From an optimization exercise on the open Yosys and OpenROAD flow, aimed at small area; shortcuts taken in it are not production practice.
Only simulation tests tie the RTL to the original design; equivalence was not proved.
No activity file was given, so power comes from the tool's default toggle rates.

## pcie_irq
module pcie_irq
(
   input            Clk_i,
   input            Rstn_i,
   input            MsixStructSChipSelect_i,
   input   [13:0]   MsixStructSAddress_i,
   input   [3:0]    MsixStructSByteEnable_i,
   input            MsixStructSRead_i,
   output  [31:0]   MsixStructSReadData_o,
   input            MsixStructSWrite_i,
   input   [31:0]   MsixStructSWriteData_i,
   output           MsixStructSWaitRequest_o,
   output           MsixMWrite_o,
   output  [63:0]   MsixMAddress_o,
   output  [31:0]   MsixMWriteData_o,
   output  [3:0]    MsixMByteEnable_o,
   input            MsixMWaitRequest_i,
   input   [31:0]   Irq_i,
   input   [81:0]   MsiIntfc_i,
   input   [15:0]   MsixIntfc_i,
   output           IntxReq_o,
   input            IrqRead_i,
   output  [31:0]   IrqReadData_o,
  input    [31:0]   MaskWritedata_i,
  input             MaskRead_i,
  input             MaskWrite_i,
  input    [3:0]    MaskByteenable_i,
  output   [31:0]   MaskReaddata_o,
  output            MaskWaitrequest_o
);
Size in the first run: ~3,400 cells after synthesis, ~430 I/O pins, about 43,000 µm² of cells after synthesis.
clock: 10.0 ns
lec_check: 0
cap_margin: 20
core_margin: 2
core_utilization: 40
cts_cluster_diameter: 100
cts_cluster_size: 30
slew_margin: 20
run.sh (not shown) runs the stock make flow with config.mk's settings and CLKGATE_MAP_FILE= SYNTH_SCRIPT=/design/flow/synth_recipe.tcl, a recipe that flattens the netlist after the stock synthesis.
==> next run, changes <==
==> flow/flow/run.sh (new file) <==
#!/bin/bash
set -euo pipefail
export BUFFER_PORTS_ARGS="-buffer_cell sky130_fd_sc_hd__buf_1"
bash standard.sh > standard_flow.log 2>&1
==> flow/standard.sh (new file) <==
#!/bin/bash
# synth_recipe.tcl (not shown) runs the flow's synth.tcl, then flattens the netlist and writes it again
# the make line also repeats each setting of config.mk as NAME=value (left out here)
make -C /OpenROAD-flow-scripts/flow DESIGN_CONFIG=/design/flow/config.mk WORK_HOME=/design/flow/orfs CLKGATE_MAP_FILE= SYNTH_SCRIPT=/design/flow/synth_recipe.tcl "${@:-finish}"
--- a/flow/config.mk
+++ b/flow/config.mk
@@ -11,3 +11,3 @@
 export CTS_CLUSTER_DIAMETER = 100
-export CTS_CLUSTER_SIZE = 30
+export CTS_CLUSTER_SIZE = 24
 export SLEW_MARGIN = 20
removed: flow/run.sh
What happened: Setup slack improves by 0.48 ns; final area came out lower by 4.3%; clock power came out higher by 10%; first-iteration DRC count came out lower by 2.1%; via count came out higher by 0.73%; count of clock-buffer cells in the layout came out higher by 19; sequential power hardly moves; global-route usage hardly moves; core utilization came out lower by 2.0 points.
==> next run, changes <==
==> flow/run.sh (new file) <==
#!/bin/bash
# synth_recipe.tcl (not shown) runs the flow's synth.tcl, then flattens the netlist and writes it again
# the make line also repeats each setting of config.mk as NAME=value (left out here)
make -C /OpenROAD-flow-scripts/flow DESIGN_CONFIG=/design/flow/config.mk WORK_HOME=/design/flow/orfs CLKGATE_MAP_FILE= SYNTH_SCRIPT=/design/flow/synth_recipe.tcl finish
--- a/flow/config.mk
+++ b/flow/config.mk
@@ -10,4 +10,2 @@
 export CORE_UTILIZATION = 40
-export CTS_CLUSTER_DIAMETER = 100
-export CTS_CLUSTER_SIZE = 24
 export SLEW_MARGIN = 20
removed: flow/flow/run.sh
removed: flow/standard.sh
The new run finished clean.
Wire length rose by 2.0%.
Critical path depth fell by 1.
Setup slack gets worse by 0.45 ns.
==> next run, changes <==
--- a/flow/config.mk
+++ b/flow/config.mk
@@ -10,2 +10,4 @@
 export CORE_UTILIZATION = 40
+export CTS_CLUSTER_DIAMETER = 100
+export CTS_CLUSTER_SIZE = 24
 export SLEW_MARGIN = 20
Worst hold slack gains 0.021 ns.
Non-clock buffer count is unchanged.
Power is lower by about 15%.
Worst setup slack got worse by 0.032 ns.
Utilization goes down by 2.3 points.
Fmax is lower by about 0.34%.
Die area stays the same.
Wire length drops by 1.4%.
Design area fell by 4.7%.
Area after synthesis is unchanged.
Via count came out lower by about 2.7%.

* * *

Another version of the RTL of pcie_irq (not shown whole).
For scale: ~3100 cells after synthesis, roughly 1300 flip-flops, ~430 I/O pins, about 40000 um^2 of cells after synthesis.
export LEC_CHECK = 0
export CAP_MARGIN = 0
export CORE_MARGIN = 2
export CORE_UTILIZATION = 40
export SLEW_MARGIN = 0
create_clock -name core_clock -period 10.0 [get_ports {Clk_i}]
standard.sh (not shown) runs the stock make flow with config.mk's settings and CLKGATE_MAP_FILE= SYNTH_SCRIPT=/design/flow/synth_recipe.tcl, a recipe that flattens the netlist after the stock synthesis.
==> flow/flow/run.sh <==
#!/bin/bash
set -euo pipefail
export BUFFER_PORTS_ARGS="-buffer_cell sky130_fd_sc_hd__buf_1"
export CTS_ARGS="-sink_clustering_enable -repair_clock_nets -sink_clustering_size 10 -sink_clustering_max_diameter 60 -buf_list sky130_fd_sc_hd__clkbuf_4 -dont_use_dummy_load"
bash standard.sh > standard_flow.log 2>&1
The first run completed without violations.
Rerun with:
- CAP_MARGIN: 0 -> 20
- CORE_UTILIZATION: 40 -> 55
- PLACE_DENSITY: not set -> 0.7
- SLEW_MARGIN: 0 -> 20
=> Cell count went down by a little under a tenth. Synthesized area does not change. Critical path depth is unchanged. Core utilization went up by 16 points.
Rerun with:
- CORE_UTILIZATION: 55 -> 40
- PLACE_DENSITY: 0.7 -> not set
What happened:
- count of clock-buffer cells in the layout decreases by 1
- register-to-register slack gets worse by 50 ps
- global-route usage decreases by 7.6 points
- cell count goes up by 7.8%
- power went up by 0.37%
- non-clock buffer count came out higher by 5
- synthesized cell count stays the same
- design area grows by 1.1%
- routed wire length increases by 2.8%
- combinational power is about the same
Rerun with:
==> flow/flow/run.sh (replaced) <==
#!/bin/bash
set -euo pipefail
export BUFFER_PORTS_ARGS="-buffer_cell sky130_fd_sc_hd__buf_1"
bash standard.sh > standard_flow.log 2>&1
- CTS_CLUSTER_DIAMETER: not set -> 100
- CTS_CLUSTER_SIZE: not set -> 24
What happened: First-iteration DRC count went up by 4.1%. Non-clock buffer count is unchanged. Clock-buffer cell count decreases by 50. Clock power grows by 21%.
Rerun with:
- CORE_UTILIZATION: 40 -> 60
What happened: The new run ran to the end with no violations. Die area shrinks by a quarter to a third. Clock power stays flat. Setup slack degrades by 32 ps. Design area drops slightly. Register-to-register slack is better by 290 ps. Sequential share of layout area came out higher by 0.84 points. Synthesized cell count is unchanged. Count of clock-buffer cells in the layout rose by 4. Synthesized area is unchanged.

* * *

## the baseline
pcie_irq again, from the RTL that the note above started with.
clock: 10.0 ns
lec_check: 0
cap_margin: 20
core_margin: 2
core_utilization: 40
slew_margin: 20
==> flow/flow/run.sh <==
#!/bin/bash
set -euo pipefail
export BUFFER_PORTS_ARGS="-buffer_cell sky130_fd_sc_hd__buf_1"
export CTS_ARGS="-sink_clustering_enable -repair_clock_nets -sink_clustering_size 24 -sink_clustering_max_diameter 100 -dont_use_dummy_load"
bash standard.sh > standard_flow.log 2>&1
Setup changes, the baseline to the candidate
==> flow/flow/run.sh <==
#!/bin/bash
set -euo pipefail
export BUFFER_PORTS_ARGS="-buffer_cell sky130_fd_sc_hd__buf_1"
export CTS_ARGS="-sink_clustering_enable -repair_clock_nets -sink_clustering_size 10 -sink_clustering_max_diameter 60 -buf_list sky130_fd_sc_hd__clkbuf_4 -dont_use_dummy_load"
bash standard.sh > standard_flow.log 2>&1
- The baseline finished every step from synthesis to the final layout, and the layout passed the timing, DRC and antenna checks.
- The candidate: flow completed, timing, DRC and antenna clean
- The global-route met3 utilization in the candidate was higher than what the baseline gave.
- The candidate -> the baseline: largest driver fanout on the critical path delta 0, exact match
- Against the baseline as the reference, the candidate delivers a lower clock-cell share of area.
- STATUS routed wire length: the candidate loses against the baseline
- From the baseline to the candidate the numbers moved as follows: worst stage delay on the critical path barely changed; final design area excluding fillers -370 um2.
- Summary: with the baseline as the reference, clock power in the candidate moved down by more than 10%.
- Re total power of the final layout: the baseline was higher than the candidate.
- Going from the baseline to the candidate, the number of diodes was found to have gone up by 2.
- Any difference in layout buffering overhead excluding clock cells between the baseline and the candidate is small enough to ignore.
- On worst hold slack, the lower figure sits with the candidate, not the baseline.

-- port drivers added, routing unchanged --
The flow's constraints put no driver on any port. The routed layouts listed below were extracted and timed again, unchanged, in two steps.
Step 1 assumes that a clkbuf_16 drives the clock port and a buf_2 every other input.
Step 2, shift: input delay + t, output delay - t, t = (earliest + latest rising clock arrival at the registers) / 2. This alone moves slack from input paths to output paths.
Three values: no drivers, after step 1, after step 2; two values: the first two.
run | t, ns | setup WS [ns] | worst hold slack (ns) | slew at the worst register clock pin (ns)
the first run of note 1 | 0.731 | 0.579 / 0.507 / 1.238 | 0.338 / 0.338 / 0.338 | 0.12 / 0.12
the second run of note 1 | 0.772 | 1.055 / 0.976 / 1.748 | 0.325 / 0.325 / 0.325 | 0.10 / 0.10
the third run of note 1 | 0.773 | 0.609 / 0.533 / 1.306 | 0.305 / 0.305 / 0.305 | 0.07 / 0.07
the fourth run of note 1 | 0.746 | 0.577 / 0.504 / 1.250 | 0.327 / 0.327 / 0.327 | 0.10 / 0.10
the first run of note 2 | 1.041 | 4.224 / 4.177 / 4.177 | 0.249 / 0.249 / 0.249 | 0.11 / 0.11
the second run of note 2 | 1.046 | 4.336 / 4.302 / 4.302 | 0.293 / 0.293 / 0.293 | 0.11 / 0.11
the third run of note 2 | 1.041 | 4.224 / 4.177 / 4.177 | 0.249 / 0.249 / 0.249 | 0.11 / 0.11
the fourth run of note 2 | 0.739 | 4.226 / 4.179 / 4.179 | 0.292 / 0.292 / 0.292 | 0.10 / 0.10
the fifth run of note 2 | 0.724 | 4.194 / 4.169 / 4.169 | 0.297 / 0.297 / 0.297 | 0.10 / 0.10
the baseline | 0.721 | 4.227 / 4.180 / 4.180 | 0.266 / 0.266 / 0.266 | 0.10 / 0.10
the candidate | 1.041 | 4.224 / 4.177 / 4.177 | 0.249 / 0.249 / 0.249 | 0.11 / 0.11
After both steps every run listed still meets setup and hold.
